Source: an optimization exercise on an open RTL-to-GDS flow (aim: small area, a short achievable clock period and few clock cycles per item). Production flows keep margins and buffers that such runs may drop.
Only simulation tests tie the RTL to the original design; equivalence was not proved.

## flow/design.v (module list and top-level ports; edited modules follow where they fit)
// module geofence: 231 lines
// module mul_s11x11a: 245 lines
// module mul_s11x11: 200 lines
// module bk11: 47 lines
// module bk22: 85 lines
module geofence (clk, reset, X, Y, R, valid, is_inside);
  // ...
==> flow/flow/run.sh <==
#!/bin/bash
# Standard ORFS layout at the design's clock and constraints, with two changes:
# the ports are buffered with a plain buf_2 (instead of the delay buffer
# buffer_ports picks by default), and repair_timing is asked for 19 ns of
# setup margin so that it also works on paths that already meet the clock.
set -euo pipefail
export BUFFER_PORTS_ARGS="-buffer_cell sky130_fd_sc_hd__buf_2"
export SETUP_SLACK_MARGIN=19
bash standard.sh > standard.log 2>&1
==> flow/standard.sh <==
#!/bin/bash
# synth_recipe.tcl (not shown) runs the flow's synth.tcl, then flattens the netlist and writes it again
# the make line also repeats each setting of config.mk as NAME=value (left out here)
make -C /OpenROAD-flow-scripts/flow DESIGN_CONFIG=/design/flow/config.mk WORK_HOME=/design/flow/orfs CLKGATE_MAP_FILE= SYNTH_SCRIPT=/design/flow/synth_recipe.tcl "${@:-finish}"
==> flow/config.mk <==
export PLATFORM = sky130hd
export DESIGN_NAME = geofence
export DESIGN_NICKNAME = geofence
export VERILOG_FILES = /design/flow/design.v
export SDC_FILE = /design/flow/constraint.sdc
export NUM_CORES = 4
export LEC_CHECK = 0
export ABC_AREA = 1
export CAP_MARGIN = 20
export CORE_MARGIN = 2
export CORE_UTILIZATION = 40
export CTS_CLUSTER_DIAMETER = 100
export CTS_CLUSTER_SIZE = 20
export SLEW_MARGIN = 20
==> flow/constraint.sdc <==
create_clock -name core_clock -period 25.0 [get_ports {clk}]
set_input_delay 5.0000 -clock core_clock [delete_from_list [all_inputs] [get_ports {clk}]]
set_output_delay 5.0000 -clock core_clock [all_outputs]
set_load 0.01 [all_outputs]
==> summary.md, run 1 <==
| Metric | Value |
|---|---|
| GRT met1 Usage | 28.3% |
| Non-clk bufs | 89 |
| Reg2Reg Depth | 22 |
| Count of cell types in the netlist | 65 |
| Yosys top cell by area | dfxtp_1 |
| Number of global-route vias before repair | 26.2k |
| Area of the multi-input gates | 19700 sq um |
| CTS tree | built |
| Initial DRT Pass Iterations | 6 |
| WP data required | ~20 ns |
| Final clock-cell share | 2.87% |
| Inverters | between 800 and 900 |
| Met2 wire length | 41500 um |
| Hold_buf cts | 0 |
| Core footprint | 85000 sq um |
| Rows | approximately 110 |
| Global-route track usage on met3 | 2.37% |
| Synthesized Nets | 4741 |
| Layout Cells excl Fill | roughly 5.3k |
| Slew @ Worst Pin | between 0.9 and 1 ns |
| Die Area | around 90000 sq um |
| Multi-input gate share of the layout cell area | 53.0% |
| Area growth syn-to-layout | 8.42% |
| #MultiIn Comb | 2689 |
| Status | finished clean |
| # Taps | 1144 |
| Crit path time final | 6.08 ns |
| Worst Skew | between 0.06 and 0.07 ns |
| GR Util met2 | 33.6% |
| Share of cells above drive strength 1 | 7.23% |
| Asr flop ratio synth | 2.16% |
| DRT met1 WL | 42700 um |
| HP Start | smul |
| First-pass GRT wire length | 145000 um |
| Total track usage | between 20% and 30% |
| # Post-CTS Setup Buffers | 0 |
Testbench counts, summed over its fixed seeds: cycles 60,800, items 1,600.
==> run 2, diff against run 1 <==
--- a/flow/config.mk
+++ b/flow/config.mk
@@ -8,7 +8,7 @@
 export ABC_AREA = 1
 export CAP_MARGIN = 20
 export CORE_MARGIN = 2
-export CORE_UTILIZATION = 40
+export CORE_UTILIZATION = 55
 export CTS_CLUSTER_DIAMETER = 100
 export CTS_CLUSTER_SIZE = 20
 export SLEW_MARGIN = 20
==> run 2 against run 1 <==
Die area is 27% lower; still clean; clock skew shrank 0.031 ns; largest cell class unchanged; via count decreased by 0.77%; synthesized cell count is the same; non-clock buffer count decreased by 9; worst setup slack improved by 0.0022 ns.
==> summary.md, run 2 <==
| Metric | Value |
|---|---|
| Critical path depth in cells | 1 |
| Count of cell types in the netlist | 65 (unchanged) |
| Clock Pin Slew Worst Setup and Hold Paths | 0.08 ns |
| Worst Setup EP | valid |
| Most common cell in the netlist | nand2_1 |
| Rows | 91 (-15%) |
| Delay-heaviest family, CP | flip-flops |
| Final period util | 24.3% |
| Share of cells above drive strength 1 | 6.93% (-0.30 points) |
| Setup crit start | valid |
| Top post-synthesis cells by area | dfxtp_1, fa_1, nand2_1 |
| CP Max Fanout | 1 |
| Worst path cell trace | buf_2 |
| Starting Density | 55.5% |
| Top reg by flops | ring |
| Crit-path max cell delay | around 0.36 ns |
| CP endpoint kind | primary output |
| Total track usage | 28.5% (+8.0 points) |
| Fmax | 165 MHz |
| Clock Sinks | 510 |
| Synth Register Bits | 510 |
| Asr flop ratio synth | 2.16% (unchanged) |
| Vias/cell | 5.26 |
| WP data required | 20.00 ns (about the same) |
| Area share of the largest cell type after synthesis | around a quarter |
| Area growth syn-to-layout | 7.42% |
| Hold_buf cts | 0 (unchanged) |
| Fillers | around 5.7k |
| Yosys top cell by area | dfxtp_1 |
| Area of the multi-input gates | 19800 sq um (+0.32%) |
| CTS tree | built |
| Port-buffer cells | 34 |
| Synthesized Nets | 4741 (unchanged) |
| Layout Cells excl Fill | 5005 (-5.9%) |
| DP Worst Slack | 18.51 ns |
| Number of I/O pins | 35 |
| Initial DRC count | around 1.9k |
| Startpoint types | register |
| Avg WL per Cell | 18.1 um |
| Crit path time final | 6.08 ns (-0.00220 ns) |
| Share of the yosys chip area belonging to registers | approximately 32% |
| Hold WC Path Type | register to register |
| Global-route track usage on met3 | 2.98% (+0.61 points) |
| Synth warn | 2 |
| Most frequent cells in the layout | nand2_1, inv_1, dfxtp_1 |
| Die Area | 64300 sq um (-27%) |
| FF/Latch Area | 11200 sq um |
| Placed Area | 35100 sq um |
| GRT met1 Usage | 38.4% (+10 points) |
| Pin count of the biggest net entering global routing | 63 |
| Max Cap Violations | 0 |
| Initial DRT Pass Iterations | 5 (-1) |
| Max FFs per register | 186 |
| Worst Skew | 0.0337 ns (-0.0310 ns) |
| Layout Nets | 4706 |
| GR Util met2 | 48.6% (+15 points) |
| WS Path Type | register to primary output |
| Grt total ovfl | 0 |
| First-pass GRT wire length | 142000 um (-1.7%) |
| Most Used Layer, Global Route | met2 |
| Setup total negative slack | 0 ns |
| RSZ-0062 raised after global routing | yes |
| Reg2Reg Setup Slack | 19.25 ns |
| Post-route ant nets | 0 |
| Endpoints failing setup | 0 |
| Top post-synthesis cells by count | nand2_1, inv_1, dfxtp_1, ha_1, fa_1 |
| R2R Path Start | asel[1] |
| Clock root buffer | clkbuf_16 |
| Final Hold Vio Count | 0 |
| Routed WL | 90500 um |
| Core Util, Final | 59.7% |
| Via count | 26.3k |
| Synth Area per Inst | 8.20 sq um |
| Commonest non-fill, non-tap cell in the layout | nand2_1 |
| Clock buffer count from CTS | 35 |
| Worst EP arrival | 1.08 ns |
| Cells after Synth | 4179 |
| Core footprint | 61700 sq um (-27%) |
| HP Start | smul |
| Slew HR | 36.6% |
| Synth Flop Type | dfxtp_1 |
| Slew Viols, Final | 0 |
| Finished Cell Area | ~37000 sq um |
| Die X | 254 um |
| Die Span Y | 254 um |
| Critical-path top delay cell | dfrtp_1 |
| Worst R2R End | ob1[9] |
| Final hold slack | 0.325 ns |
| Clock latency (worst-skew pair) | around 0.6 ns |
| Reg2Reg Depth | 21 (-4.5%) |
| Number of global-route vias before repair | 25.6k (-2.2%) |
| Bufs on Longest Clock Path | 3 |
| Initial antenna violation count | 2 |
| Synthesized area | around 34000 sq um |
| Ant diodes | 0 |
| DP Cell Count | 4922 |
| DPL Wire Length | 67800 um |
| Worst Path Buf+Inv | 1 |
| DRC violations left | 0 |
| Gpl congestion | 0.937 |
| H-tree depth | 2 |
| Final Worst Setup Slack | 18.92 ns |
| Status | finished clean |
| Slew @ Worst Pin | 0.950 ns (+0.00310 ns) |
| Post-synth EDFFs | between 80 and 90 |
## run 2: cell counts after synthesis
Identical to the previous run, type by type.
## run 2: repair_timing
item,4_1_cts,5_1_grt
gates resized for setup,26,92
buffers inserted,1,18
pin swaps,2,19
setup endpoints to repair,24,31
hold endpoints to repair,0,0
cloned,1,2
## run 2: worst min-delay path by stage
stage               endpoint  slack [ns]  depth (start not counted)
floorplan           q2rad[0]        0.31                          0
global placement    q2rad[3]        0.31                          0
detailed placement  q2rad[4]        0.31                          0
CTS                     scmp        0.33                          0
global route        q2rad[0]        0.34                          0
finish                  scmp        0.33                          0
## run 2: area by class of cell
| class | instances | share of cell area, % |
|---|---|---|
| inverter | 828 | 8.48 |
| multi-input combinational | 2689 | 53.7 |
| clock buffer | 50 | 2.65 |
| tap | 837 | 2.84 |
| timing repair buffer | 80 | 1.67 |
| clock inverter | 11 | 0.357 |
| sequential | 510 | 30.3 |
## run 2: layer usage
| metal | vias up | part of all wire, % |
|---|---|---|
| li1 | 13100 | - |
| met1 | 12400 | 45 |
| met2 | 679 | 48 |
| met3 | 134 | 4.7 |
| met4 | 0 | 2.7 |
| met5 | - | 0 |
## run 2: cells by family (layout without fill, tap and decap cells)
group | count (synthesis) | count (layout) | synth area share, %
multiplexers | 18 | 18 | 0.526
adder cells (fa/ha/maj) | 529 | 529 | 24.9
AND/OR/NAND/NOR | 1398 | 1398 | 17.3
buffers and inverters | 980 | 969 | 10.9
AO/OA/AOI/OAI | 610 | 610 | 10.6
flip-flops | 510 | 510 | 32.3
XOR/XNOR | 134 | 134 | 3.49
==> run 3, diff against run 2 <==
--- a/flow/config.mk
+++ b/flow/config.mk
@@ -5,7 +5,7 @@
 export SDC_FILE = /design/flow/constraint.sdc
 export NUM_CORES = 4
 export LEC_CHECK = 0
-export ABC_AREA = 1
+export ABC_AREA = 0
 export CAP_MARGIN = 20
 export CORE_MARGIN = 2
 export CORE_UTILIZATION = 55
==> run 3 against run 2 <==
Sequential share of layout area barely moved; area after synthesis down 2.3%; largest cell class unchanged.
==> summary.md, run 3 <==
| Metric | Value |
|---|---|
| Status | finished clean |
| Post-route ant nets | 0 (unchanged) |
| Startpoint types | register |
| Die Span Y | 251 um (-1.1%) |
| WS Path Type | register to primary output |
| H-tree depth | 1 (-1) |
| Worst Setup EP | valid |
| Most common cell in the netlist | dfxtp_1 |
| Share of the yosys chip area belonging to registers | 33.1% (+0.75 points) |
| Core Util, Final | 61.4% (+1.8 points) |
| Synth Area per Inst | 9.89 sq um (+21%) |
| Layout Cells excl Fill | 4221 (-16%) |
| Layout Nets | 3979 (-15%) |
| Delay-heaviest family, CP | flip-flops |
| Initial DRC count | 1557 (-20%) |
| Synth Register Bits | 510 (unchanged) |
| Cells after Synth | 3387 (-19%) |
| Vias/cell | 5.81 (+10%) |
| R2R Path Start | ob1[10] |
| DP Cell Count | 4079 (-17%) |
| Number of global-route vias before repair | 25.1k (-2.1%) |
| Placed Area | 34400 sq um (-1.9%) |
| Worst EP arrival | 1.17 ns (+0.09 ns) |
| CP endpoint kind | primary output |
| Most frequent cells in the layout | dfxtp_1, inv_1, ha_1 |
| Final Hold Vio Count | 0 (unchanged) |
| Slew HR | 28.5% (-8.0 points) |
| Gpl congestion | 0.890 (-5.0%) |
| Bufs on Longest Clock Path | 3 (unchanged) |
| Routed WL | 89900 um (-0.58%) |
| Total track usage | 28.5% (-0.032 points) |
| Slew @ Worst Pin | 1.07 ns (+0.121 ns) |
| Asr flop ratio synth | 2.16% (unchanged) |
| DRC violations left | 0 (unchanged) |
| Worst path cell trace | buf_2 |
| Initial DRT Pass Iterations | 6 (+1) |
| Clock buffer count from CTS | 31 (-11%) |
| Area growth syn-to-layout | 10.5% |
| Worst Skew | 0.0213 ns (-0.0125 ns) |
| Area share of the largest cell type after synthesis | 24.9% (+0.56 points) |
| Setup total negative slack | 0 ns (unchanged) |
| CTS tree | built |
| Slew Viols, Final | 0 (unchanged) |
| Worst Path Buf+Inv | 1 (unchanged) |
| Count of cell types in the netlist | 81 (+25%) |
| Fmax | 162 MHz (-1.5%) |
| Top post-synthesis cells by count | dfxtp_1, inv_1, ha_1, fa_1, nand2_1 |
| Core footprint | 60200 sq um (-2.4%) |
| Finished Cell Area | 37000 sq um (+0.50%) |
| Top post-synthesis cells by area | dfxtp_1, fa_1, ha_1 |
| WP data required | 20.00 ns (about the same) |
| CP Max Fanout | 1 (unchanged) |
| Crit-path max cell delay | 0.39 ns (+0.03 ns) |
| Number of I/O pins | 35 (unchanged) |
| Via count | 24.5k (-6.8%) |
| Share of cells above drive strength 1 | 13.2% (+6.3 points) |
| Starting Density | 55.6% (+0.067 points) |
| Final Worst Setup Slack | 18.83 ns (-0.0953 ns) |
| Yosys top cell by area | dfxtp_1 |
| Initial antenna violation count | 4 (+2) |
| Die Area | 62900 sq um (-2.2%) |
| Synthesized area | 33500 sq um (-2.3%) |
| Synth Flop Type | dfxtp_1 |
| Rows | 90 (-1.1%) |
| Hold WC Path Type | register to register |
| RSZ-0062 raised after global routing | yes |
| Final period util | 24.7% (+0.38 points) |
| Hold Path Depth | 0 (unchanged) |
| Die X | 251 um (-1.1%) |
| First-pass GRT wire length | 140000 um (-1.4%) |
| Synthesized Nets | 3949 (-17%) |
| Pin count of the biggest net entering global routing | 64 (+1.6%) |
| Endpoints failing setup | 0 (unchanged) |
| Avg WL per Cell | 21.3 um (+18%) |
| Max Cap Violations | 0 (unchanged) |
| Clock Pin Slew Worst Setup and Hold Paths | 0.08 ns (about the same) |
| Post-synth EDFFs | 82 (unchanged) |
| Critical path depth in cells | 1 (unchanged) |
| Clock Sinks | 510 (unchanged) |
| Port-buffer cells | 34 (unchanged) |
| Worst R2R End | is_inside |
| Grt total ovfl | 0 (unchanged) |
| Reg2Reg Depth | 24 (+14%) |
| Critical-path top delay cell | dfrtp_1 |
| Reg2Reg Setup Slack | 18.95 ns (-0.30 ns) |
| Commonest non-fill, non-tap cell in the layout | dfxtp_1 |
| Max FFs per register | 186 (unchanged) |
| Clock latency (worst-skew pair) | 0.65 ns (+0.06 ns) |
| DPL Wire Length | 65300 um (-3.6%) |
| Top reg by flops | ring |
| Synth warn | 2 (unchanged) |
| Clock root buffer | clkbuf_16 |
| Setup crit start | valid |
| Fillers | 5044 (-11%) |
| Crit path time final | 6.17 ns (+0.0953 ns) |
| Final hold slack | 0.326 ns (+0.000335 ns) |
| DP Worst Slack | 17.65 ns (-0.860 ns) |
run 3: how the worst min path moves through the flow:
stage / startpoint / endpoint
2_1_floorplan: q1rad[0] / q2rad[0]
3_3_place_gp: q1rad[2] / q2rad[2]
3_5_place_dp: q1rad[1] / q2rad[1]
4_1_cts: q1rad[1] / q2rad[1]
5_1_grt: q1rad[1] / q2rad[1]
6_report: q1rad[1] / q2rad[1]
run 3: repair_timing:
item	in CTS	in global routing
buffers inserted	29	56
gates resized for setup	132	117
hold buffers	0	0
endpoints found under the hold margin	0	0
gates cloned	2	0
endpoints found under the setup margin	34	32
pin swaps	35	68
run 3: final cells by class:
| cell class | count | area [sq um] | share of cell area, % |
|---|---|---|---|
| Antenna cell | 1 | 2.50 | 0.00676 |
| Clock buffer | 46 | 832 | 2.25 |
| Clock inverter | 8 | 82.6 | 0.223 |
| Inverter | 358 | 1350 | 3.64 |
| Multi-Input combinational cell | 2365 | 21400 | 57.8 |
| Sequential cell | 510 | 11200 | 30.3 |
| Tap cell | 782 | 978 | 2.64 |
| Timing Repair Buffer | 151 | 1170 | 3.16 |
run 3: logic make-up after synthesis:
kind of cell	synth area share, %
AO/OA/AOI/OAI	14.0
multiplexers	5.21
buffers and inverters	5.75
flip-flops	33.1
AND/OR/NAND/NOR	11.9
XOR/XNOR	4.54
adder cells (fa/ha/maj)	25.5
run 3: per-layer routing:
metal | GRT usage, % | share of wire (%)
met1 | 38.7 | 44
met2 | 47.5 | 47
met3 | 3.22 | 5.6
met4 | 9.73 | 3.4
met5 | 0 | 0.014
==> module geofence, before the edit <==
module geofence (clk, reset, X, Y, R, valid, is_inside);
input clk;
input reset;
input [9:0] X;
input [9:0] Y;
input [10:0] R;
output reg valid;
output reg is_inside;
reg [5:0] n;                        
wire [5:0] n_n = (n == 6'd37) ? 6'd0 : n + 6'd1;
reg [2:0] g;                        
wire [2:0] g_n = (n == 6'd37 || g == 3'd5) ? 3'd0 : g + 3'd1;
reg inph;
reg [30:0] ring [0:5];              
reg [9:0] X0, Y0;
integer k;
always @(posedge clk) begin
    for (k = 0; k < 5; k = k + 1) ring[k] <= ring[k+1];
    ring[5] <= inph ? {X, Y, R} : ring[0];
    if (n == 6'd0) begin X0 <= X; Y0 <= Y; end
end
function [2:0] posof;               
    input [2:0] j;
    input [2:0] gg;
    reg [3:0] d;
    begin
        d = {1'b0, j} + 4'd6 - {1'b0, gg};
        posof = (d >= 4'd6) ? d[2:0] - 3'd6 : d[2:0];
    end
endfunction
reg [2:0] rk1, rk2, rk3, rk4, rk5;
wire [2:0] rf1, rf2, rf3, rf4, rf5;    
function [2:0] lsel;                
    input [2:0] r;
    begin
        lsel = (rf1 == r) ? 3'd1 : (rf2 == r) ? 3'd2 : (rf3 == r) ? 3'd3 :
               (rf4 == r) ? 3'd4 : 3'd5;
    end
endfunction
reg [5:0] selA, selB;               
reg       amb;                      
wire      bef;
wire       sw = amb & ~bef;
wire [5:0] selBe = {selB[5:4], selB[3] | sw, selB[2] & ~sw, selB[1:0]};
reg [30:0] pA, pB;
integer kk;
always @(*) begin
    pA = 31'd0; pB = 31'd0;
    for (kk = 0; kk < 6; kk = kk + 1) begin
        pA = pA | (ring[kk] & {31{selA[kk]}});
        pB = pB | (ring[kk] & {31{selBe[kk]}});
    end
end
wire [9:0]  ax = pA[30:21], ay = pA[20:11];
wire [10:0] ar = pA[10:0];
wire [9:0]  bx = pB[30:21], by = pB[20:11];
wire [10:0] br = pB[10:0];
reg rld, sload, smul, scmp, aph, sph, eph, uvl, aqsh, aacc, tsel, fin, radsum, radodd;
reg [3:0] asel;                     
function [5:0] pairof;
    input [5:0] nn;
    case (nn)
        6'd3:  pairof = {3'd1, 3'd2};
        6'd4:  pairof = {3'd1, 3'd3};
        6'd5:  pairof = {3'd2, 3'd3};
        6'd6:  pairof = {3'd1, 3'd4};
        6'd7:  pairof = {3'd2, 3'd4};
        6'd8:  pairof = {3'd3, 3'd4};
        6'd9:  pairof = {3'd1, 3'd5};
        6'd10: pairof = {3'd2, 3'd5};
        6'd11: pairof = {3'd3, 3'd5};
        default: pairof = {3'd4, 3'd5};
    endcase
endfunction
function [2:0] qsel;
    input [2:0] m;
    case (m)
        3'd1: qsel = lsel(3'd0);
        3'd2: qsel = lsel(3'd1);
        3'd3: qsel = lsel(3'd2);
        3'd4: qsel = lsel(3'd3);
        3'd5: qsel = lsel(3'd4);
        default: qsel = 3'd0;
    endcase
endfunction
wire [5:0] cn = n_n - 6'd14;        
reg  [2:0] kA_n;                    
reg  [2:0] jA_n, jB_n;
always @(*) begin
    kA_n = (cn <= 6'd5) ? cn[2:0] : cn[0] ? cn[3:1] - 3'd2 : cn[3:1] - 3'd3;
    if (n_n >= 6'd3 && n_n <= 6'd12) begin
        {jA_n, jB_n} = pairof(n_n);
    end else begin
        jA_n = qsel(kA_n);
        jB_n = qsel(kA_n + 3'd1);
    end
end
wire cph_n = (n_n >= 6'd14);
always @(posedge clk or posedge reset) begin
    if (reset) begin
        n <= 6'd0; g <= 3'd0; inph <= 1'b1; valid <= 1'b0;
    end else begin
        n <= n_n; g <= g_n;
        inph <= (n_n <= 6'd5);
        valid <= fin;
    end
end
always @(posedge clk) begin
    selA   <= 6'd1 << posof(jA_n, g_n);
    selB   <= 6'd1 << posof(jB_n, g_n);
    amb    <= (n_n == 6'd14) && (rf4 == 3'd0) && (rf5 == 3'd0);
    sload  <= (n_n >= 6'd3) && (n_n <= 6'd12);
    rld    <= cph_n && ((cn == 6'd0) || ((cn >= 6'd7) && (cn <= 6'd15) && cn[0]));
    smul   <= (n_n >= 6'd4) && (n_n <= 6'd13);
    scmp   <= smul;
    aph    <= cph_n && (cn <= 6'd5);
    sph    <= cph_n && (cn >= 6'd6) && (cn <= 6'd16) && !cn[0];
    eph    <= cph_n && (cn >= 6'd7) && (cn <= 6'd17) && cn[0];
    uvl    <= cph_n && (cn >= 6'd11) && (cn <= 6'd21) && cn[0];
    aqsh   <= cph_n && (cn >= 6'd5) && (cn <= 6'd10);
    aacc   <= cph_n && (cn >= 6'd8) && (cn <= 6'd18) && !cn[0];
    tsel   <= cph_n && (cn >= 6'd12) && (cn <= 6'd22) && !cn[0];
    fin    <= cph_n && (cn == 6'd22);
    radsum <= (cn <= 6'd7);
    radodd <= cn[0];
    case (cn)
        6'd6, 6'd16, 6'd17:        asel <= 4'b0001;
        6'd7, 6'd8, 6'd14, 6'd15:  asel <= 4'b0010;
        6'd9, 6'd10, 6'd12, 6'd13: asel <= 4'b0100;
        default:                   asel <= 4'b1000;
    endcase
end
reg  [10:0] oa1, ob1, ob2;
reg  [10:0] oa2;
reg  [21:0] m1r;
reg  [21:0] A, T;
reg  [21:0] m2r;
wire [21:0] m1, m2;
mul_s11x11a u_m1 (.a(oa1), .b(ob1), .c(tsel ? T : 22'd0), .p(m1));    
mul_s11x11 u_m2 (.a(oa2), .b(ob2), .p(m2));
wire signed [21:0] sm1r = m1r, sm2r = m2r;
assign bef = sm1r > sm2r;             
always @(posedge clk) begin
    if (n <= 6'd3) begin
        rk1 <= 3'd0; rk2 <= 3'd0; rk3 <= 3'd0; rk4 <= 3'd0; rk5 <= 3'd0;
    end else begin
        rk1 <= rf1; rk2 <= rf2; rk3 <= rf3; rk4 <= rf4; rk5 <= rf5;
    end
end
wire [5:0] dij = pairof(n - 6'd2);  
wire [2:0] win = bef ? dij[2:0] : dij[5:3];     
assign rf1 = rk1 + {2'd0, scmp && win == 3'd1};
assign rf2 = rk2 + {2'd0, scmp && win == 3'd2};
assign rf3 = rk3 + {2'd0, scmp && win == 3'd3};
assign rf4 = rk4 + {2'd0, scmp && win == 3'd4};
assign rf5 = rk5 + {2'd0, scmp && win == 3'd5};
wire [21:0] Asum;
bk22 u_A (.a(radsum ? {2'b00, m1r[19:0]} : A), .b(radsum ? {2'b00, m2r[19:0]} : m2r), .cin(1'b0), .s(Asum), .co());
wire [19:0] rad = radsum ? Asum[19:0] : (radodd ? m2r[19:0] : m1r[19:0]);
function [22:0] nrstep;    
    input [12:0] r;
    input [9:0]  q;
    input [1:0]  b;
    input [3:0]  j;
    reg [12:0] rn, m;
    begin
        if (!r[12]) rn = {r[10:0], b} - {1'b0, q, 2'b01};
        else        rn = {r[10:0], b} + {1'b0, q, 2'b11};
        m = 13'h1fff << (j + 1);
        rn = rn[j+1] ? (rn | m) : (rn & ~m);
        nrstep = {rn, q[8:0], !rn[12]};
    end
endfunction
reg [5:0]  q1r; reg [3:0] q1q; reg [11:0] q1rad;
reg [8:0]  q2r; reg [6:0] q2q; reg [5:0]  q2rad;
reg [9:0]  qout;
reg [22:0] s1, s2, s3;
always @(*) begin
    s1 = 23'd0;
    s1 = nrstep(s1[22:10], s1[9:0], rad[19:18], 4'd1);
    s1 = nrstep(s1[22:10], s1[9:0], rad[17:16], 4'd2);
    s1 = nrstep(s1[22:10], s1[9:0], rad[15:14], 4'd3);
    s1 = nrstep(s1[22:10], s1[9:0], rad[13:12], 4'd4);
    s2 = {{7{q1r[5]}}, q1r, 6'd0, q1q};
    s2 = nrstep(s2[22:10], s2[9:0], q1rad[11:10], 4'd5);
    s2 = nrstep(s2[22:10], s2[9:0], q1rad[9:8], 4'd6);
    s2 = nrstep(s2[22:10], s2[9:0], q1rad[7:6], 4'd7);
    s3 = {{4{q2r[8]}}, q2r, 3'd0, q2q};
    s3 = nrstep(s3[22:10], s3[9:0], q2rad[5:4], 4'd8);
    s3 = nrstep(s3[22:10], s3[9:0], q2rad[3:2], 4'd9);
    s3 = nrstep(s3[22:10], s3[9:0], q2rad[1:0], 4'd10);
end
always @(posedge clk) begin
    q1r <= s1[15:10]; q1q <= s1[3:0]; q1rad <= rad[11:0];
    q2r <= s2[18:10]; q2q <= s2[6:0]; q2rad <= q1rad[5:0];
    qout <= s3[9:0];
end
reg [9:0]  aq0, aq1, aq2, aq3;      
wire [9:0]  acur = asel[0] ? aq0 : asel[1] ? aq1 : asel[2] ? aq2 : aq3;
reg  [10:0] ri, rj;                 
wire [10:0] cs_s = {1'b0, acur} ^ ri ^ rj;
wire [10:0] cs_c = ({1'b0, acur} & ri) | ({1'b0, acur} & rj) | (ri & rj);
wire [10:0] ssum, e12, e3n, x1, y1, y2;
wire [10:0] x2;
wire        ge;
bk11 u_ss (.a(cs_s), .b({cs_c[9:0], 1'b0}), .cin(1'b0), .s(ssum), .co());
wire [9:0]  Sn = ssum[10:1];
bk11 u_e12 (.a({1'b0, Sn}), .b(~(eph ? ri : {1'b0, acur})), .cin(1'b1), .s(e12), .co());
bk11 u_e3 (.a({1'b0, Sn}), .b(~{1'b0, rj[9:0]}), .cin(1'b1), .s(e3n), .co());
bk11 u_x1 (.a({1'b0, ax}), .b(~{1'b0, sload ? X0 : bx}), .cin(1'b1), .s(x1), .co());
bk11 u_y1 (.a({1'b0, ay}), .b(~{1'b0, sload ? Y0 : by}), .cin(1'b1), .s(y1), .co());
bk11 u_y2 (.a({1'b0, by}), .b(~{1'b0, sload ? Y0 : ay}), .cin(1'b1), .s(y2), .co());
bk11 u_x2 (.a({1'b0, bx}), .b(sload ? ~{1'b0, X0} : {1'b0, ax}), .cin(sload), .s(x2), .co());
bk22 u_ge (.a({1'b0, A[21:1]}), .b(~m1), .cin(1'b1), .s(), .co(ge));
always @(posedge clk) begin
    oa1 <= (sload | aph) ? x1 : uvl ? {1'b0, qout} : {1'b0, Sn};
    ob1 <= sload ? y2 : aph ? x1 : uvl ? {1'b0, s3[9:0]} : e12;
    oa2 <= (sload | aph) ? y1 : eph ? e12 : {~x2[10], x2[9:0]};
    ob2 <= sload ? x2 : aph ? y1 : eph ? e3n : y2;
    m1r <= m1[21:0];
    if (rld) begin ri <= ar; rj <= br; end
    m2r <= m2[21:0];
    if (aqsh) begin aq0 <= qout; aq1 <= aq0; aq2 <= aq1; aq3 <= aq2; end
    if (n <= 6'd13) begin A <= 22'd0; T <= 22'd0; end
    else begin
        if (aacc) A <= Asum;
        if (tsel) T <= m1;
    end
    is_inside <= ge;                 
end
endmodule
==> run 4, diff against run 3 <==
--- a/flow/design.v
+++ b/flow/design.v
@@ -47,12 +47,11 @@
 always @(*) begin
     pA = 31'd0; pB = 31'd0;
     for (kk = 0; kk < 6; kk = kk + 1) begin
-        pA = pA | (ring[kk] & {31{selA[kk]}});
+        pA = pA | (ring[kk] & {{20{selA[kk]}}, 11'd0});    
         pB = pB | (ring[kk] & {31{selBe[kk]}});
     end
 end
 wire [9:0]  ax = pA[30:21], ay = pA[20:11];
-wire [10:0] ar = pA[10:0];
 wire [9:0]  bx = pB[30:21], by = pB[20:11];
 wire [10:0] br = pB[10:0];
 reg rld, sload, smul, scmp, aph, sph, eph, uvl, aqsh, aacc, tsel, fin, radsum, radodd;
@@ -218,7 +217,7 @@
     oa2 <= (sload | aph) ? y1 : eph ? e12 : {~x2[10], x2[9:0]};
     ob2 <= sload ? x2 : aph ? y1 : eph ? e3n : y2;
     m1r <= m1[21:0];
-    if (rld) begin ri <= ar; rj <= br; end
+    if (rld) begin ri <= (n == 6'd14) ? ring[4][10:0] : rj; rj <= br; end
     m2r <= m2[21:0];
     if (aqsh) begin aq0 <= qout; aq1 <= aq0; aq2 <= aq1; aq3 <= aq2; end
     if (n <= 6'd13) begin A <= 22'd0; T <= 22'd0; end
--- a/flow/config.mk
+++ b/flow/config.mk
@@ -5,7 +5,7 @@
 export SDC_FILE = /design/flow/constraint.sdc
 export NUM_CORES = 4
 export LEC_CHECK = 0
-export ABC_AREA = 0
+export ABC_AREA = 1
 export CAP_MARGIN = 20
 export CORE_MARGIN = 2
 export CORE_UTILIZATION = 55
==> run 4 against run 3 <==
Design area down 1.1%; maximum frequency up 1.4%; register-to-register slack better by 0.32 ns; worst setup slack improved by 0.084 ns; sequential share of layout area increased by 0.27 points; first-iteration DRC count increased by 24%; synthesized cell count rose by 20%; critical path depth is the same; clock skew up 0.0042 ns; final cell count is 15% higher.
==> summary.md, run 4 <==
| Metric | Value |
|---|---|
| Area share of the largest cell type after synthesis | 24.7% (-0.25 points) |
| Final period util | 24.3% (-0.34 points) |
| Synth Flop Type | dfxtp_1 |
| DRC violations left | 0 (unchanged) |
| Gpl congestion | 0.914 (+2.7%) |
| Synth warn | 2 (unchanged) |
| Share of the yosys chip area belonging to registers | 32.8% (-0.34 points) |
| Asr flop ratio synth | 2.16% (unchanged) |
| Post-synth EDFFs | 82 (unchanged) |
| Ant diodes | 0 (-1) |
| Synth Area per Inst | 8.32 sq um (-16%) |
| CP endpoint kind | primary output |
| Top post-synthesis cells by area | dfxtp_1, fa_1, ha_1 |
| Share of cells above drive strength 1 | 8.24% (-5.0 points) |
| Count of cell types in the netlist | 67 (-17%) |
| Clock Sinks | 510 (unchanged) |
| Status | finished clean |
| Die Area | 63500 sq um (+1.0%) |
| Starting Density | 55.9% (+0.26 points) |
| Rows | 90 (unchanged) |
| Yosys top cell by area | dfxtp_1 |
| Worst Skew | 0.0255 ns (+0.00424 ns) |
| FF/Latch Area | 11200 sq um (-0.22%) |
| Core Util, Final | 60.4% (-1.0 points) |
| Cells after Synth | 4066 (+20%) |
| Delay-heaviest family, CP | flip-flops |
| Initial antenna violation count | 1 (-3) |
| Routed wl met3 | 4870 um (-3.3%) |
| Pin count of the biggest net entering global routing | 62 (-3.1%) |
| H-tree depth | 2 (+1) |
| Top post-synthesis cells by count | nand2_1, inv_1, dfxtp_1, ha_1, fa_1 |
| CTS tree | built |
| Max FFs per register | 186 (unchanged) |
| Layout Nets | 4614 (+16%) |
| Startpoint types | register |
| Setup total negative slack | 0 ns (unchanged) |
| Clock root buffer | clkbuf_16 |
| Initial DRT Pass Iterations | 5 (-1) |
| Slew HR | 29.7% (+1.1 points) |
| Clock Pin Slew Worst Setup and Hold Paths | 0.09 ns (about the same) |
| RSZ-0062 raised after global routing | yes |
| Fmax | 164 MHz (+1.4%) |
| Area growth syn-to-layout | 8.12% |
| Clock latency (worst-skew pair) | 0.59 ns (-0.06 ns) |
| Post-route ant nets | 0 (unchanged) |
| Number of global-route vias before repair | 26.7k (+6.4%) |
| Final hold slack | 0.329 ns (+0.00331 ns) |
| Slew @ Worst Pin | 1.05 ns (-0.0179 ns) |
| Die Span Y | 252 um (+0.50%) |
| Grt total ovfl | 0 (unchanged) |
| Top reg by flops | ring |
| CP Max Fanout | 1 (unchanged) |
| Most common cell in the netlist | nand2_1 |
| Worst EP arrival | 1.09 ns (-0.08 ns) |
| Slew Viols, Final | 0 (unchanged) |
| DP Cell Count | 4771 (+17%) |
| Layout Cells excl Fill | 4862 (+15%) |
| Critical-path top delay cell | dfrtp_1 |
| Synthesized Nets | 4624 (+17%) |
| DRT met1 WL | 40400 um (+2.5%) |
| Core footprint | 60600 sq um (+0.56%) |
| Worst R2R End | is_inside |
| Synth Register Bits | 510 (unchanged) |
| Port-buffer cells | 34 (unchanged) |
| Hold_buf cts | 0 (unchanged) |
| Hold EP | q2rad[3] |
| Max Cap Violations | 0 (unchanged) |
| Area of the multi-input gates | 19600 sq um (-8.2%) |
| Avg WL per Cell | 19.3 um (-9.6%) |
| DPL Wire Length | 69800 um (+6.9%) |
| Routed WL | 93600 um (+4.1%) |
| Hold WC Path Type | register to register |
| Number of I/O pins | 35 (unchanged) |
| Synthesized area | 33800 sq um (+1.0%) |
| Reg2Reg Setup Slack | 19.27 ns (+0.32 ns) |
| Initial DRC count | 1928 (+24%) |
| Worst path cell trace | buf_2 |
| Fillers | 5399 (+7.0%) |
| Total track usage | 29.4% (+0.91 points) |
| Met2 wire length | 44500 um (+5.1%) |
| Commonest non-fill, non-tap cell in the layout | nand2_1 |
| Most frequent cells in the layout | nand2_1, inv_1, dfxtp_1 |
| HP Start | q1rad[3] |
| Final Hold Vio Count | 0 (unchanged) |
| Hold Path Depth | 0 (unchanged) |
| Clock buffer count from CTS | 35 (+13%) |
| Highest metal used | met5 |
| Worst Path Buf+Inv | 1 (unchanged) |
| Via count | 26.6k (+8.3%) |
| Reg2Reg Depth | 24 (unchanged) |
| Endpoints failing setup | 0 (unchanged) |
| Die X | 252 um (+0.50%) |
| Crit path time final | 6.09 ns (-0.0843 ns) |
| WS Path Type | register to primary output |
| WP data required | 20.00 ns (about the same) |
| Bufs on Longest Clock Path | 3 (unchanged) |
| Vias/cell | 5.47 (-6.0%) |
| R2R Path Start | oa1[1] |
| Crit-path max cell delay | 0.37 ns (-0.02 ns) |
| First-pass GRT wire length | 146000 um (+3.7%) |
==> run 4: cell count changes after synthesis, sizes merged, moves of 64 or more <==
cell,previous run,this run
nand2,233,881
inv,355,795
and2,183,3
a22oi,165,4
nand3,61,155
mux2i,99,17
o21ai,112,193
xnor2,130,53
mux2,67,3
==> run 4: worst max path at each step <==
stage / start / to / cells past startpoint
floorplan: tsel / is_inside / 23
global placement: radsum / q1r[5] / 33
detailed placement: radsum / q1r[5] / 33
CTS: valid / valid / 1
global route: radsum / q1r[5] / 33
finish: valid / valid / 1
==> run 4: layer usage <==
metal  global-route usage (%)  up-vias
met5                        0        -
met4                     11.6        2
met3                     3.03      177
met2                     49.9      764
met1                     38.7    12800
li1                         -    12800
==> run 4: repair_timing <==
item	in CTS	in global routing
buffers inserted	2	26
cloned	0	2
setup endpoints to repair	20	31
pin swaps	1	20
resized for setup	37	117
==> run 4: final cells by class <==
cell class,count,share of cell area [%]
Clock buffer,51,2.62
Clock inverter,10,0.352
Tap cell,782,2.67
Multi-Input combinational cell,2613,53.7
Timing Repair Buffer,94,1.88
Inverter,802,8.28
Sequential cell,510,30.5
==> run 4: through the flow <==
| stage | area (sq um) | setup WS, ns |
|---|---|---|
| final | 36600 | 18.91 |
| after detailed placement | 34700 | 18.44 |
| after global placement | 34700 | 18.60 |
| after CTS | 35900 | 18.89 |
| after floorplan | 33800 | 19.50 |
| after global routing | 36600 | 18.84 |
==> run 4: logic make-up (layout without fill, tap and decap cells) <==
| group | after synthesis | after routing | share of synthesized area, % |
|---|---|---|---|
| compound gates | 610 | 610 | 10.6 |
| xor+xnor | 145 | 145 | 3.82 |
| simple gates | 1313 | 1313 | 16.6 |
| buf+inv | 943 | 957 | 10.5 |
| mux | 20 | 20 | 0.603 |
| fa+ha+maj | 525 | 525 | 25.1 |
| flops | 510 | 510 | 32.8 |
Testbench counts of run 4, summed over its fixed seeds: cycles 60,800, items 1,600.
==> run 5, diff against run 4 <==
==> flow/flow/run.sh (replaced) <==
#!/bin/bash
# Standard ORFS layout at the design's clock and constraints, with two changes:
# the ports are buffered with a plain buf_2 (instead of the delay buffer
# buffer_ports picks by default), and repair_timing is asked for 18.9 ns of
# setup margin so that it also works on paths that already meet the clock.
set -euo pipefail
export BUFFER_PORTS_ARGS="-buffer_cell sky130_fd_sc_hd__buf_2"
export SETUP_SLACK_MARGIN=18.9
bash standard.sh > standard.log 2>&1
==> run 5 against run 4 <==
Still clean; final cell count is 0.31% lower; routed wire length is 0.49% lower; sequential share of layout area is 0.20 points higher; die area stayed put; non-clock buffer count is 15 lower; first-iteration DRC count is 0.26% lower; critical path type unchanged.
==> summary.md, run 5 <==
| Metric | Value |
|---|---|
| Status | finished clean |
| Reg2Reg Setup Slack | 19.21 ns (-0.06 ns) |
| Worst R2R End | is_inside |
| Worst Path Buf+Inv | 1 (unchanged) |
| Share of the yosys chip area belonging to registers | 32.8% (unchanged) |
| Hold Path Depth | 0 (unchanged) |
| Rows | 90 (unchanged) |
| Synth Area per Inst | 8.32 sq um (unchanged) |
| Clock buffer count from CTS | 35 (unchanged) |
| Crit path time final | 6.08 ns (-0.00850 ns) |
| Fillers | 5430 (+0.57%) |
| Fmax | 165 MHz (+0.14%) |
| Post-route ant nets | 0 (unchanged) |
| Clock Pin Slew Worst Setup and Hold Paths | 0.08 ns (about the same) |
| Reg2Reg Depth | 23 (-4.2%) |
| Top reg by flops | ring |
| Slew HR | 32.1% (+2.4 points) |
| Most common cell in the netlist | nand2_1 |
| Number of I/O pins | 35 (unchanged) |
| Clock Sinks | 510 (unchanged) |
| Synthesized area | 33800 sq um (unchanged) |
| Critical-path top delay cell | dfrtp_1 |
| WP data required | 20.00 ns (about the same) |
| Clock latency (worst-skew pair) | 0.59 ns (about the same) |
| Grt total ovfl | 0 (unchanged) |
| Startpoint types | register |
| Starting Density | 55.9% (unchanged) |
| Top post-synthesis cells by area | dfxtp_1, fa_1, ha_1 |
| Worst Skew | 0.0249 ns (-0.000571 ns) |
| CP Max Fanout | 1 (unchanged) |
| CTS tree | built |
| Initial DRT Pass Iterations | 7 (+2) |
| Max Cap Violations | 0 (unchanged) |
| Synthesized Nets | 4624 (unchanged) |
| Post-synth EDFFs | 82 (unchanged) |
| Delay-heaviest family, CP | flip-flops |
| Via count | 26.5k (-0.26%) |
| Synth warn | 2 (unchanged) |
| Pin count of the biggest net entering global routing | 62 (unchanged) |
| Core footprint | 60600 sq um (unchanged) |
| Initial antenna violation count | 1 (unchanged) |
| Port-buffer cells | 34 (unchanged) |
| RSZ-0062 raised after global routing | yes |
| Placed Area | 34700 sq um (unchanged) |
| Layout Nets | 4599 (-0.33%) |
| Worst EP arrival | 1.08 ns (about the same) |
| Count of cell types in the netlist | 67 (unchanged) |
| Area share of the largest cell type after synthesis | 24.7% (unchanged) |
| DPL Wire Length | 69800 um (unchanged) |
| R2R Path Start | oa1[4] |
| Synth Register Bits | 510 (unchanged) |
| Gpl congestion | 0.914 (unchanged) |
| CP endpoint kind | primary output |
| Asr flop ratio synth | 2.16% (unchanged) |
| Hold EP | q2rad[0] |
| Share of cells above drive strength 1 | 7.18% (-1.1 points) |
| Hold WC Path Type | register to register |
| Number of global-route vias before repair | 26.7k (+0.0037%) |
| Area growth syn-to-layout | 7.22% |
| Die Span Y | 252 um (unchanged) |
| FF/Latch Area | 11200 sq um (-0.18%) |
| WS Path Type | register to primary output |
| Top post-synthesis cells by count | nand2_1, inv_1, dfxtp_1, ha_1, fa_1 |
| Total track usage | 29.4% (about the same) |
| Synth Flop Type | dfxtp_1 |
| Worst path cell trace | buf_2 |
| Commonest non-fill, non-tap cell in the layout | nand2_1 |
| HP Start | q1rad[0] |
| Bufs on Longest Clock Path | 3 (unchanged) |
| Routed WL | 93200 um (-0.49%) |
| Max FFs per register | 186 (unchanged) |
| Cells after Synth | 4066 (unchanged) |
| Finished Cell Area | 36300 sq um (-0.83%) |
| Slew @ Worst Pin | 1.02 ns (-0.0363 ns) |
| Area of the multi-input gates | 19500 sq um (-0.78%) |
| Initial DRC count | 1923 (-0.26%) |
| Hold_buf cts | 0 (unchanged) |
| Most frequent cells in the layout | nand2_1, inv_1, dfxtp_1 |
| Setup total negative slack | 0 ns (unchanged) |
| H-tree depth | 2 (unchanged) |
| Final period util | 24.3% (-0.034 points) |
| Final Hold Vio Count | 0 (unchanged) |
| Vias/cell | 5.47 (about the same) |
| Endpoints failing setup | 0 (unchanged) |
| Avg WL per Cell | 19.2 um (-0.18%) |
| Clock root buffer | clkbuf_16 |
| Die Area | 63500 sq um (unchanged) |
| Yosys top cell by area | dfxtp_1 |
| Slew Viols, Final | 0 (unchanged) |
| First-pass GRT wire length | 146000 um (about the same) |
| DRC violations left | 0 (unchanged) |
| Ant diodes | 0 (unchanged) |
| Crit-path max cell delay | 0.37 ns (about the same) |
| Die X | 252 um (unchanged) |
run 5: layer usage:
| metal | global-route usage [%] | vias up | part of all wire [%] |
|---|---|---|---|
| met4 | 11.5 | 2 | 4.0 |
| met1 | 38.6 | 12700 | 43 |
| met5 | 0 | - | 0.014 |
| met3 | 3.05 | 185 | 5.4 |
| met2 | 50.0 | 806 | 48 |
| li1 | - | 12800 | - |
run 5: what timing repair did:
item | in CTS | in global routing
endpoints found under the setup margin | 13 | 27
resized for setup | 18 | 93
pin swaps | 1 | 11
gates cloned | 0 | 2
setup buffers | 2 | 11
run 5: how the worst max path moves through the flow:
stage,from,endpoint,slack [ns],cells after the start
3_3_place_gp,radsum,q1r[5],18.60,33
5_1_grt,radsum,q1r[5],18.77,33
6_report,valid,valid,18.92,1
3_5_place_dp,radsum,q1r[5],18.44,33
2_1_floorplan,tsel,is_inside,19.50,23
4_1_cts,valid,valid,18.89,1
run 5: logic make-up after synthesis:
family	Yosys count	synth area share, %
simple gates	1313	16.6
mux	20	0.603
xor+xnor	145	3.82
buf+inv	943	10.5
flops	510	32.8
compound gates	610	10.6
fa+ha+maj	525	25.1
run 5: layout make-up:
class,instances,share of cell area [%]
Inverter,802,8.34
Timing Repair Buffer,79,1.55
Clock buffer,51,2.64
Sequential cell,510,30.7
Clock inverter,10,0.355
Multi-Input combinational cell,2613,53.7
Tap cell,782,2.70
run 5: through the flow:
stage | setup slack [ns] | hold slack [ns] | utilization [%] | instances
final | 18.92 | 0.329 | 59.9 | 4847
after global routing | 18.77 | 0.341 | 59.9 | 4847
after detailed placement | 18.44 | 0.316 | 57.3 | 4771
after CTS | 18.89 | 0.332 | 59.2 | 4834
after global placement | 18.60 | 0.316 | 57.3 | 4771
after floorplan | 19.50 | 0.310 | - | 4066
==> run 6, diff against run 5 <==
--- a/flow/design.v
+++ b/flow/design.v
@@ -54,7 +54,7 @@
 wire [9:0]  ax = pA[30:21], ay = pA[20:11];
 wire [9:0]  bx = pB[30:21], by = pB[20:11];
 wire [10:0] br = pB[10:0];
-reg rld, sload, smul, scmp, aph, sph, eph, uvl, aqsh, aacc, tsel, fin, radsum, radodd;
+reg tadd, afst, rld, sload, smul, scmp, aph, sph, eph, uvl, aqsh, aacc, tsel, fin, radsum, radodd;
 reg [3:0] asel;                     
 function [5:0] pairof;
     input [5:0] nn;
@@ -119,6 +119,8 @@
     aqsh   <= cph_n && (cn >= 6'd5) && (cn <= 6'd10);
     aacc   <= cph_n && (cn >= 6'd8) && (cn <= 6'd18) && !cn[0];
     tsel   <= cph_n && (cn >= 6'd12) && (cn <= 6'd22) && !cn[0];
+    tadd   <= cph_n && (cn >= 6'd14) && (cn <= 6'd22) && !cn[0];    
+    afst   <= cph_n && (cn == 6'd8);                                
     fin    <= cph_n && (cn == 6'd22);
     radsum <= (cn <= 6'd7);
     radodd <= cn[0];
@@ -135,7 +137,7 @@
 reg  [21:0] A, T;
 reg  [21:0] m2r;
 wire [21:0] m1, m2;
-mul_s11x11a u_m1 (.a(oa1), .b(ob1), .c(tsel ? T : 22'd0), .p(m1));    
+mul_s11x11a u_m1 (.a(oa1), .b(ob1), .c(tadd ? T : 22'd0), .p(m1));    
 mul_s11x11 u_m2 (.a(oa2), .b(ob2), .p(m2));
 wire signed [21:0] sm1r = m1r, sm2r = m2r;
 assign bef = sm1r > sm2r;             
@@ -154,7 +156,7 @@
 assign rf4 = rk4 + {2'd0, scmp && win == 3'd4};
 assign rf5 = rk5 + {2'd0, scmp && win == 3'd5};
 wire [21:0] Asum;
-bk22 u_A (.a(radsum ? {2'b00, m1r[19:0]} : A), .b(radsum ? {2'b00, m2r[19:0]} : m2r), .cin(1'b0), .s(Asum), .co());
+bk22 u_A (.a(radsum ? m1r : afst ? 22'd0 : A), .b(m2r), .cin(1'b0), .s(Asum), .co());
 wire [19:0] rad = radsum ? Asum[19:0] : (radodd ? m2r[19:0] : m1r[19:0]);
 function [22:0] nrstep;    
     input [12:0] r;
@@ -220,11 +222,8 @@
     if (rld) begin ri <= (n == 6'd14) ? ring[4][10:0] : rj; rj <= br; end
     m2r <= m2[21:0];
     if (aqsh) begin aq0 <= qout; aq1 <= aq0; aq2 <= aq1; aq3 <= aq2; end
-    if (n <= 6'd13) begin A <= 22'd0; T <= 22'd0; end
-    else begin
-        if (aacc) A <= Asum;
-        if (tsel) T <= m1;
-    end
+    if (aacc) A <= Asum;
+    if (tsel) T <= m1;
     is_inside <= ge;                 
 end
 endmodule
==> run 6 against run 5 <==
Core utilization fell by 0.75 points; worst setup slack worse by 0.021 ns; die area shrank 0.33%; global-route usage down 0.43 points; maximum frequency is 0.35% lower; non-clock buffer count is 19 lower; synthesized cell count decreased by 3.5%; register-to-register slack better by 0.02 ns; critical endpoint unchanged.
==> summary.md, run 6 <==
| Metric | Value |
|---|---|
| Status | finished clean |
| Clock latency (worst-skew pair) | 0.62 ns (+0.03 ns) |
| DP Worst Slack | 18.29 ns (-0.147 ns) |
| CP endpoint kind | primary output |
| Final period util | 24.4% (+0.084 points) |
| Worst path cell trace | buf_2 |
| Slew @ Worst Pin | 1.08 ns (+0.0613 ns) |
| Pin count of the biggest net entering global routing | 60 (-3.2%) |
| Number of global-route vias before repair | 25.9k (-2.9%) |
| Reg2Reg Setup Slack | 19.23 ns (+0.02 ns) |
| Delay-heaviest family, CP | flip-flops |
| Layout Cells excl Fill | 4693 (-3.2%) |
| Area share of the largest cell type after synthesis | 22.3% (-2.4 points) |
| Yosys top cell by area | dfxtp_1 |
| Synth warn | 2 (unchanged) |
| Share of cells above drive strength 1 | 6.14% (-1.0 points) |
| Initial antenna violation count | 2 (+1) |
| Clock root buffer | clkbuf_16 |
| Crit-path max cell delay | 0.36 ns (about the same) |
| Slew Viols, Final | 0 (unchanged) |
| Avg WL per Cell | 19.5 um (+1.2%) |
| Area growth syn-to-layout | 6.04% |
| Worst EP arrival | 1.10 ns (+0.02 ns) |
| Starting Density | 55.8% (-0.082 points) |
| Synth Flop Type | dfxtp_1 |
| CTS tree | built |
| Top post-synthesis cells by count | nand2_1, inv_1, dfxtp_1, ha_1, fa_1 |
| Post-route ant nets | 0 (unchanged) |
| Count of cell types in the netlist | 65 (-3.0%) |
| Synth Register Bits | 512 (+0.39%) |
| Most frequent cells in the layout | nand2_1, inv_1, dfxtp_1 |
| DPL Wire Length | 70000 um (+0.28%) |
| # Post-CTS Setup Buffers | 0 (-2) |
| Max Cap Violations | 0 (unchanged) |
| DP Cell Count | 4634 (-2.9%) |
| Routed wl met3 | 4990 um (-1.3%) |
| Initial DRT Pass Iterations | 6 (-1) |
| Worst Path Buf+Inv | 1 (unchanged) |
| Clock buffer count from CTS | 30 (-14%) |
| Crit path time final | 6.10 ns (+0.0211 ns) |
| Gpl congestion | 0.993 (+8.6%) |
| Core Util, Final | 59.2% (-0.75 points) |
| Setup crit start | valid |
| R2R Path Start | ob1[3] |
| Final Worst Setup Slack | 18.90 ns (-0.0211 ns) |
| Vias/cell | 5.48 (+0.24%) |
| Reg2Reg Depth | 20 (-13%) |
| Asr flop ratio synth | 2.15% (-0.0084 points) |
| Layout Nets | 4447 (-3.3%) |
| Die Area | 63300 sq um (-0.33%) |
| WP data required | 20.00 ns (about the same) |
| Clock Sinks | 512 (+0.39%) |
| Number of I/O pins | 35 (unchanged) |
| Core footprint | 60500 sq um (-0.19%) |
| Clock Pin Slew Worst Setup and Hold Paths | 0.09 ns (about the same) |
| Rows | 90 (unchanged) |
| Startpoint types | register |
| Total track usage | 29.0% (-0.43 points) |
| Die X | 252 um (-0.16%) |
| Top reg by flops | ring |
| Met2 wire length | 42800 um (-3.9%) |
| Final Hold Vio Count | 0 (unchanged) |
| Worst Skew | 0.0227 ns (-0.00228 ns) |
| Port-buffer cells | 34 (unchanged) |
| Fmax | 164 MHz (-0.35%) |
| RSZ-0062 raised after global routing | yes |
| DRT met1 WL | 40200 um (+1.0%) |
| Commonest non-fill, non-tap cell in the layout | nand2_1 |
| CP Max Fanout | 1 (unchanged) |
| Bufs on Longest Clock Path | 3 (unchanged) |
| Die Span Y | 252 um (-0.16%) |
| Via count | 25.7k (-2.9%) |
| Highest metal used | met4 |
| Synthesized area | 33700 sq um (-0.33%) |
| Synthesized Nets | 4487 (-3.0%) |
| Worst Setup EP | valid |
| Critical-path top delay cell | dfrtp_1 |
| Initial DRC count | 1769 (-8.0%) |
| H-tree depth | 1 (-1) |
| Grt total ovfl | 0 (unchanged) |
| First-pass GRT wire length | 143000 um (-1.5%) |
| Endpoints failing setup | 0 (unchanged) |
| Routed WL | 91300 um (-2.0%) |
| Worst R2R End | is_inside |
| Most common cell in the netlist | nand2_1 |
| Share of the yosys chip area belonging to registers | 34.3% (+1.5 points) |
| Max FFs per register | 186 (unchanged) |
| Top post-synthesis cells by area | dfxtp_1, fa_1, edfxtp_1 |
| Cells after Synth | 3925 (-3.5%) |
| Post-synth EDFFs | 126 (+54%) |
| Critical path depth in cells | 1 (unchanged) |
| Setup total negative slack | 0 ns (unchanged) |
| Synth Area per Inst | 8.60 sq um (+3.2%) |
| WS Path Type | register to primary output |
| DRC violations left | 0 (unchanged) |
| Slew HR | 28.0% (-4.1 points) |
| Hold WC Path Type | register to register |
run 6: changes by cell type after synthesis, moves of 6 or more:
cell | previous run | this run
edfxtp_1 | 82 | 126
dfxtp_1 | 417 | 375
nor2_1 | 164 | 149
xor2_1 | 91 | 81
xnor2_1 | 51 | 57
a22oi_1 | 4 | 12
nand2_1 | 857 | 791
a21oi_1 | 201 | 166
o21ai_0 | 188 | 172
a22o_1 | 1 | 8
clkbuf_1 | 128 | 116
run 6: cell families after synthesis:
family	after synthesis	synth area share (%)
simple gates	1220	15.4
fa+ha+maj	529	25.3
flops	512	34.3
buf+inv	930	10.4
xor+xnor	140	3.68
compound gates	571	10.2
mux	23	0.701
run 6: area by class of cell:
type / count / area (sq um)
diodes: 3 / 7.51
clock buffers: 52 / 886
clock inverters: 3 / 53.8
fillers: 5371 / 24700
inverters: 798 / 3010
multi-input cells: 2483 / 18800
flip-flops and latches: 512 / 11600
well taps: 782 / 978
repair buffers: 60 / 407
run 6: routing by layer:
| layer | vias to the layer above | track usage, % |
|---|---|---|
| met5 | - | 0 |
| met4 | 0 | 9.80 |
| met3 | 160 | 2.41 |
| met2 | 821 | 48.4 |
| met1 | 12400 | 39.8 |
| li1 | 12300 | - |
run 6: through the flow:
stage / hold WS (ns) / area (sq um)
2_1_floorplan: 0.310 / 33700
5_1_grt: 0.339 / 35800
3_3_place_gp: 0.313 / 34600
3_5_place_dp: 0.315 / 34600
4_1_cts: 0.332 / 35500
6_report: 0.331 / 35800
run 6: how the worst min path moves through the flow:
stage                     startpoint        to  slack [ns]  depth (start not counted)
after floorplan             q1rad[0]  q2rad[0]        0.31                          0
after global placement          smul      scmp        0.31                          0
after detailed placement    q1rad[2]  q2rad[2]        0.32                          0
after CTS                   q1rad[2]  q2rad[2]        0.33                          0
after global routing        q1rad[4]  q2rad[4]        0.34                          0
final                       q1rad[2]  q2rad[2]        0.33                          0
run 6: timing repair:
| action | CTS | global route |
|---|---|---|
| pin swaps | 0 | 4 |
| endpoints found under the setup margin | 26 | 31 |
| gates cloned | 0 | 1 |
| gates resized for setup | 8 | 75 |
| hold buffers | 0 | 0 |
Testbench counts of run 6, summed over its fixed seeds: cycles 60,800, items 1,600.
==> run 7, diff against run 6 <==
==> flow/flow/run.sh (replaced) <==
#!/bin/bash
# Standard ORFS layout at the design's clock and constraints, with two changes:
# the ports are buffered with a plain buf_2 (instead of the delay buffer
# buffer_ports picks by default), and repair_timing is asked for 19 ns of
# setup margin so that it also works on paths that already meet the clock.
set -euo pipefail
export BUFFER_PORTS_ARGS="-buffer_cell sky130_fd_sc_hd__buf_2"
export SETUP_SLACK_MARGIN=19
bash standard.sh > standard.log 2>&1
==> run 7 against run 6 <==
Worst setup slack got worse by 0.0029 ns; first-iteration DRC count grew 6.5%; die area unchanged; critical endpoint unchanged; highest routed layer unchanged.
==> summary.md, run 7 <==
| Metric | Value |
|---|---|
| Max Cap Violations | 0 (unchanged) |
| Max FFs per register | 186 (unchanged) |
| Fillers | 5352 (-0.35%) |
| Status | finished clean |
| Total track usage | 29.0% (about the same) |
| Synth Register Bits | 512 (unchanged) |
| Initial DRC count | 1884 (+6.5%) |
| Starting Density | 55.8% (unchanged) |
| R2R Path Start | radsum |
| Vias/cell | 5.49 (+0.11%) |
| Hold WC Path Type | register to register |
| Hold_buf cts | 0 (unchanged) |
| Synth warn | 2 (unchanged) |
| Gpl congestion | 0.993 (unchanged) |
| Initial DRT Pass Iterations | 7 (+1) |
| Core footprint | 60500 sq um (unchanged) |
| Commonest non-fill, non-tap cell in the layout | nand2_1 |
| Asr flop ratio synth | 2.15% (unchanged) |
| Crit-path max cell delay | 0.36 ns (about the same) |
| Top post-synthesis cells by count | nand2_1, inv_1, dfxtp_1, ha_1, fa_1 |
| Final period util | 24.4% (about the same) |
| Grt total ovfl | 0 (unchanged) |
| Final Hold Vio Count | 0 (unchanged) |
| Synthesized Nets | 4487 (unchanged) |
| Die X | 252 um (unchanged) |
| Bufs on Longest Clock Path | 3 (unchanged) |
| CTS tree | built |
| Delay-heaviest family, CP | flip-flops |
| Layout Nets | 4453 (+0.13%) |
| Port-buffer cells | 34 (unchanged) |
| CP Max Fanout | 1 (unchanged) |
| Slew HR | 28.8% (+0.85 points) |
| Clock Pin Slew Worst Setup and Hold Paths | 0.09 ns (about the same) |
| Area share of the largest cell type after synthesis | 22.3% (unchanged) |
| Die Span Y | 252 um (unchanged) |
| Yosys top cell by area | dfxtp_1 |
| Die Area | 63300 sq um (unchanged) |
| Slew Viols, Final | 0 (unchanged) |
| Crit path time final | 6.10 ns (+0.00290 ns) |
| Synth Area per Inst | 8.60 sq um (unchanged) |
| Setup crit start | valid |
| Share of the yosys chip area belonging to registers | 34.3% (unchanged) |
| Worst Skew | 0.0220 ns (-0.000628 ns) |
| Pin count of the biggest net entering global routing | 60 (unchanged) |
| Area growth syn-to-layout | 6.61% |
| CP endpoint kind | primary output |
| Synth Flop Type | dfxtp_1 |
| Most frequent cells in the layout | nand2_1, inv_1, dfxtp_1 |
| Share of cells above drive strength 1 | 6.82% (+0.68 points) |
| HP Start | q1rad[2] |
| WP data required | 20.00 ns (about the same) |
| Final hold slack | 0.330 ns (-0.000849 ns) |
| Critical-path top delay cell | dfrtp_1 |
| Clock buffer count from CTS | 30 (unchanged) |
| Cells after Synth | 3925 (unchanged) |
| RSZ-0062 raised after global routing | yes |
| Worst path cell trace | buf_2 |
| DRC violations left | 0 (unchanged) |
| Top post-synthesis cells by area | dfxtp_1, fa_1, edfxtp_1 |
| Startpoint types | register |
| Slew @ Worst Pin | 1.07 ns (-0.0127 ns) |
| Count of cell types in the netlist | 65 (unchanged) |
| Most common cell in the netlist | nand2_1 |
| Via count | 25.8k (+0.22%) |
| Rows | 90 (unchanged) |
| Worst EP arrival | 1.10 ns (about the same) |
| Number of I/O pins | 35 (unchanged) |
| Setup total negative slack | 0 ns (unchanged) |
| Clock Sinks | 512 (unchanged) |
| Clock root buffer | clkbuf_16 |
| Endpoints failing setup | 0 (unchanged) |
| Synthesized area | 33700 sq um (unchanged) |
| Fmax | 164 MHz (about the same) |
| Top reg by flops | ring |
| Post-route ant nets | 0 (unchanged) |
| Clock latency (worst-skew pair) | 0.62 ns (about the same) |
| Avg WL per Cell | 19.6 um (+0.47%) |
| First-pass GRT wire length | 143000 um (about the same) |
| DPL Wire Length | 70000 um (unchanged) |
| Post-synth EDFFs | 126 (unchanged) |
| Routed WL | 91900 um (+0.57%) |
| WS Path Type | register to primary output |
| Number of global-route vias before repair | 25.9k (-0.027%) |
| Worst Path Buf+Inv | 1 (unchanged) |
| Initial antenna violation count | 2 (unchanged) |
| H-tree depth | 1 (unchanged) |
run 7: worst paths after layout:
check	end	slack (ns)	cells after the start
max reg2reg	q1q[0]	19.30	32
max	valid	18.90	1
min reg2reg	q2rad[2]	0.33	0
min	q2rad[2]	0.33	0
min in group asynchronous	g[0]	4.45	2
max in group asynchronous	n[1]	20.15	2
run 7: routing by layer:
metal / GRT usage (%) / wire (um) / up-vias
met3: 2.41 / 5020 / 144
met5: 0 / 0 / -
met2: 48.4 / 43200 / 800
met1: 39.8 / 40400 / 12500
li1: - / - / 12400
met4: 9.88 / 3310 / 0
run 7: what timing repair did:
item,CTS,global route
setup endpoints to repair,33,34
buffers inserted,0,4
cloned,0,3
pin swaps,0,13
resized for setup,15,112
run 7: area by class of cell:
type / instances / area [sq um] / share of cell area [%]
timing repair buffer: 66 / 485 / 1.35
antenna: 2 / 5.00 / 0.0139
multi-input combinational: 2483 / 18900 / 52.5
clock inverter: 3 / 53.8 / 0.150
inverter: 798 / 3010 / 8.37
clock buffer: 52 / 886 / 2.46
sequential: 512 / 11700 / 32.4
tap: 782 / 978 / 2.72
run 7: cell families (layout without fill, tap and decap cells):
kind of cell | Yosys count | in the layout | synth area share (%)
other cells | 0 | 2 | 0
flops | 512 | 512 | 34.3
fa+ha+maj | 529 | 529 | 25.3
mux | 23 | 23 | 0.701
buf+inv | 930 | 919 | 10.4
simple gates | 1220 | 1220 | 15.4
compound gates | 571 | 571 | 10.2
xor+xnor | 140 | 140 | 3.68
run 7: through the flow:
step	worst slack, ns	instances	instance area [sq um]	utilization, %
finish	18.90	4698	36000	59.5
global route	18.86	4696	36000	59.5
CTS	18.87	4689	35500	58.8
detailed placement	18.29	4634	34600	57.2
global placement	18.40	4634	34600	57.2
floorplan	19.50	3925	33700	-

[static timing again, ports no longer ideal]
No port has a modelled driver above. Below, the same layouts with a new extraction and two added sets of constraints. Step 1 sets driving cells, clkbuf_16 on the clock port and buf_2 on the other inputs (assumed; they add their load-dependent delay and slew). Step 2 times the ports against the registers' clock, not the clock port: input delays grow and output delays shrink by t, the midpoint of the rising clock arrivals with the driver on. a / b / c = ideal / step 1 / step 2; a / b = the first two.
| run | shift t [ns] | slack for setup (ns) | worst setup path at the end | worst register clock-pin slew, ns | worst slew at a driven data input, ns |
|---|---|---|---|---|---|
| run 1 | 0.657 | 18.922 / 18.852 / 19.270 | register to register | 0.10 / 0.10 | 0.04 |
| run 2 | 0.642 | 18.925 / 18.856 / 19.246 | register to register | 0.09 / 0.09 | 0.05 |
| run 3 | 0.711 | 18.829 / 18.759 / 18.954 | register to register | 0.09 / 0.09 | 0.05 |
| run 4 | 0.642 | 18.914 / 18.847 / 19.266 | register to register | 0.09 / 0.09 | 0.06 |
| run 5 | 0.641 | 18.922 / 18.854 / 19.207 | register to register | 0.09 / 0.09 | 0.06 |
| run 6 | 0.673 | 18.901 / 18.836 / 19.232 | register to register | 0.09 / 0.09 | 0.04 |
| run 7 | 0.675 | 18.898 / 18.832 / 19.305 | register to register | 0.09 / 0.09 | 0.04 |
After both steps setup and hold are still met in every run listed.
